From an optimization exercise on the open Yosys and OpenROAD flow, aimed at small area, a short achievable clock period and few clock cycles; shortcuts taken in it are not production practice. At most, simulation tests tie the RTL to the original design; equivalence was not proved. Power is estimated from default activity; no workload was simulated.

==> flow/design.v <==
`timescale 1ns / 1ps
module Main(
    input clk,
    input rst,
    input ld_en,
    input [4:0] ld_addr,
    input [13:0] ld_data,
    output reg [13:0] Outp,
    output reg out_valid,
    output reg halted
    );
    reg [13:0] prog [1:15];
    reg [13:0] data [0:15];
    reg [13:0] ir;
    reg [3:0]  pc;       
    reg [3:0]  fidx;     
    reg        fin;      
    reg        pend;     
    reg        pv;       
    reg        xv;       
    reg [3:0]  xd;
    reg [13:0] xa, xb;
    reg        xc;
    wire [1:0] op = ir[13:12];
    wire [3:0] fa = ir[11:8];
    wire [3:0] fb = ir[7:4];
    wire [3:0] fc = ir[3:0];
    wire active = !rst && !fin;
    wire is_out = (op == 2'b11);
    wire is_mov = (op == 2'b10);
    wire is_sub = (op == 2'b01);
    wire last   = (pc == 4'd15);
    reg [13:0] xres;
    reg [13:0] pg_g, pg_p, ng, np;
    integer k, d;
    always @(*) begin
        pg_g = xa & xb;
        pg_p = xa ^ xb;
        pg_g[0] = pg_g[0] | (pg_p[0] & xc);
        ng = pg_g;
        np = pg_p;
        for (d = 1; d < 14; d = d * 2) begin
            for (k = 13; k >= d; k = k - 1) begin
                ng[k] = ng[k] | (np[k] & ng[k - d]);
                np[k] = np[k] & np[k - d];
            end
        end
        xres = pg_p ^ {ng[12:0], xc};
    end
    function [13:0] rd16;
        input [223:0] w;
        input [3:0] s;
        reg [13:0] q0, q1, q2, q3;
        begin
            q0 = s[1] ? (s[0] ? w[3*14 +: 14]  : w[2*14 +: 14])  : (s[0] ? w[1*14 +: 14]  : w[0*14 +: 14]);
            q1 = s[1] ? (s[0] ? w[7*14 +: 14]  : w[6*14 +: 14])  : (s[0] ? w[5*14 +: 14]  : w[4*14 +: 14]);
            q2 = s[1] ? (s[0] ? w[11*14 +: 14] : w[10*14 +: 14]) : (s[0] ? w[9*14 +: 14]  : w[8*14 +: 14]);
            q3 = s[1] ? (s[0] ? w[15*14 +: 14] : w[14*14 +: 14]) : (s[0] ? w[13*14 +: 14] : w[12*14 +: 14]);
            rd16 = s[3] ? (s[2] ? q3 : q2) : (s[2] ? q1 : q0);
        end
    endfunction
    integer i;
    reg [223:0] dflat, pflat;
    always @(*) begin
        for (i = 0; i < 16; i = i + 1)
            dflat[i*14 +: 14] = data[i];
        pflat[13:0] = 14'd0;
        for (i = 1; i < 16; i = i + 1)
            pflat[i*14 +: 14] = prog[i];
    end
    wire [13:0] ma = rd16(dflat, fa);
    wire [13:0] mb = rd16(dflat, fb);
    wire [13:0] mf = rd16(pflat, fidx);
    wire [13:0] ra = (xv && xd == fa) ? xres : ma;
    wire [13:0] rb = (xv && xd == fb) ? xres : mb;
    always @(posedge clk) begin
        for (i = 1; i < 16; i = i + 1)
            if (pv && xd == i)
                prog[i] <= xa;
    end
    always @(posedge clk) begin
        for (i = 0; i < 16; i = i + 1)
            if (xv && xd == i)
                data[i] <= xres;
    end
    always @(posedge clk) begin
        if (rst) begin
            if (ld_en && ld_addr == 5'd0)
                ir <= ld_data;
        end else if (!fin)
            ir <= (pv && xd == 4'd1) ? xa : mf;
    end
    always @(posedge clk) begin
        if (rst) begin
            pc <= 4'd0;
            fidx <= 4'd1;
            fin <= 1'b0;
            pend <= 1'b0;
            halted <= 1'b0;
            xv <= ld_en && ld_addr[4];
            pv <= ld_en && !ld_addr[4];
            out_valid <= 1'b0;
            Outp <= 14'd0;
        end else begin
            xv <= active && !is_out;
            pv <= 1'b0;
            out_valid <= active && is_out;
            pend <= active && last && is_out;
            if (pend || (active && last && !is_out))
                halted <= 1'b1;
            if (active) begin
                pc <= pc + 4'd1;
                fidx <= fidx + 4'd1;
                if (last)
                    fin <= 1'b1;
                if (is_out)
                    Outp <= ra;
            end
        end
    end
    wire pass = is_mov || rst;
    wire neg  = is_sub && !rst;
    always @(posedge clk) begin
        xd <= rst ? ld_addr[3:0] : (is_mov ? fb : fc);
        xa <= rst ? ld_data : ra;
        xb <= (rb & {14{~pass}}) ^ {14{neg}};
        xc <= neg;
    end
endmodule
export LEC_CHECK = 0
export CAP_MARGIN = 20
export CORE_MARGIN = 2
export CORE_UTILIZATION = 40
export SETUP_SLACK_MARGIN = 4.5
export SLEW_MARGIN = 20
create_clock -name core_clock -period 7.0 [get_ports {clk}]
standard.sh (not shown) runs the stock make flow with config.mk's settings and CLKGATE_MAP_FILE= SYNTH_SCRIPT=/design/flow/synth_recipe.tcl, a recipe that flattens the netlist after the stock synthesis.
==> flow/flow/run.sh <==
#!/bin/bash
# The standard layout, with plain buffers on the ports (the platform's default
# picks a delay cell), sizing not held to each cell's footprint, and a clock
# tree without dummy balancing loads.
set -euo pipefail
bash standard.sh \
  BUFFER_PORTS_ARGS="-buffer_cell sky130_fd_sc_hd__buf_4" \
  MATCH_CELL_FOOTPRINT=0 \
  CTS_ARGS="-sink_clustering_enable -repair_clock_nets -dont_use_dummy_load -sink_clustering_size 24 -sink_clustering_max_diameter 90" \
  finish > standard_flow.log 2>&1
Edit:
--- a/flow/design.v
+++ b/flow/design.v
@@ -14,11 +14,14 @@
     reg [13:0] ir;
     reg [3:0]  pc;       
     reg [3:0]  fidx;     
     reg        fin;      
     reg        pend;     
+    reg        wv;       
     reg        pv;       
+    reg [3:0]  wd;
+    reg [13:0] wr;
     reg        xv;       
     reg [3:0]  xd;
     reg [13:0] xa, xb;
     reg        xc;
     wire [1:0] op = ir[13:12];
@@ -69,43 +72,41 @@
             pflat[i*14 +: 14] = prog[i];
     end
     wire [13:0] ma = rd16(dflat, fa);
     wire [13:0] mb = rd16(dflat, fb);
     wire [13:0] mf = rd16(pflat, fidx);
-    wire [13:0] ra = (xv && xd == fa) ? xres : ma;
-    wire [13:0] rb = (xv && xd == fb) ? xres : mb;
+    wire [13:0] ra = (xv && xd == fa) ? xres : (wv && wd == fa) ? wr : ma;
+    wire [13:0] rb = (xv && xd == fb) ? xres : (wv && wd == fb) ? wr : mb;
     always @(posedge clk) begin
         for (i = 1; i < 16; i = i + 1)
-            if (pv && xd == i)
-                prog[i] <= xa;
+            if (pv && wd == i)
+                prog[i] <= wr;
     end
     always @(posedge clk) begin
         for (i = 0; i < 16; i = i + 1)
-            if (xv && xd == i)
-                data[i] <= xres;
+            if (wv && wd == i)
+                data[i] <= wr;
     end
     always @(posedge clk) begin
         if (rst) begin
             if (ld_en && ld_addr == 5'd0)
                 ir <= ld_data;
         end else if (!fin)
-            ir <= (pv && xd == 4'd1) ? xa : mf;
+            ir <= (pv && wd == 4'd1) ? wr : mf;
     end
     always @(posedge clk) begin
         if (rst) begin
             pc <= 4'd0;
             fidx <= 4'd1;
             fin <= 1'b0;
             pend <= 1'b0;
             halted <= 1'b0;
-            xv <= ld_en && ld_addr[4];
-            pv <= ld_en && !ld_addr[4];
+            xv <= 1'b0;
             out_valid <= 1'b0;
             Outp <= 14'd0;
         end else begin
             xv <= active && !is_out;
-            pv <= 1'b0;
             out_valid <= active && is_out;
             pend <= active && last && is_out;
             if (pend || (active && last && !is_out))
                 halted <= 1'b1;
             if (active) begin
@@ -116,14 +117,18 @@
                 if (is_out)
                     Outp <= ra;
             end
         end
     end
-    wire pass = is_mov || rst;
-    wire neg  = is_sub && !rst;
     always @(posedge clk) begin
-        xd <= rst ? ld_addr[3:0] : (is_mov ? fb : fc);
-        xa <= rst ? ld_data : ra;
-        xb <= (rb & {14{~pass}}) ^ {14{neg}};
-        xc <= neg;
+        xd <= is_mov ? fb : fc;
+        xa <= ra;
+        xb <= (rb & {14{~is_mov}}) ^ {14{is_sub}};
+        xc <= is_sub;
+    end
+    always @(posedge clk) begin
+        wv <= rst ? (ld_en && ld_addr[4]) : xv;
+        pv <= rst && ld_en && !ld_addr[4];
+        wd <= rst ? ld_addr[3:0] : xd;
+        wr <= rst ? ld_data : xres;
     end
 endmodule
After rerunning: Synthesized area rose by 3.5%; combinational power rises by 35%; core utilization shrinks by 0.36 points; clock-buffer cell count is unchanged; global-route usage hardly moves; synthesized cell count is higher by 6.5%; final area went up by 3.3%; flip-flop and latch count rises by 19; clock power stays flat; fmax rises by 6.9%.
Testbench counts after the change, summed over its fixed seeds: cycles 57,899.
Function not checked in the first run of this note: the RTL went through the layout flow alone.

-- what the ideal ports hide --
The results above use ideal ports. As a check the final layouts listed here were re-extracted and re-timed, cells and wires unchanged.
Step 1 sets driving cells, clkbuf_16 on the clock port and buf_2 on the other inputs (assumed; they add their load-dependent delay and slew).
Step 2 times the ports against the registers' clock, not the clock port: input delays grow and output delays shrink by t, the midpoint of the rising clock arrivals with the driver on.
Slacks: no drivers / after step 1 / after step 2; pairs: no drivers / after step 1.
run	t (ns)	setup slack, ns	worst setup path after step 2	clock arrival spread, ns
the first run	0.638	4.174 / 4.174 / 3.850	input to register	0.049 / 0.048
the second run	0.620	4.357 / 4.357 / 3.959	input to register	0.034 / 0.034
After both steps every run listed still meets setup and hold. The setup slack of the second run, which loses most, moves by 0.000 ns with the drivers and by -0.398 ns with both steps.
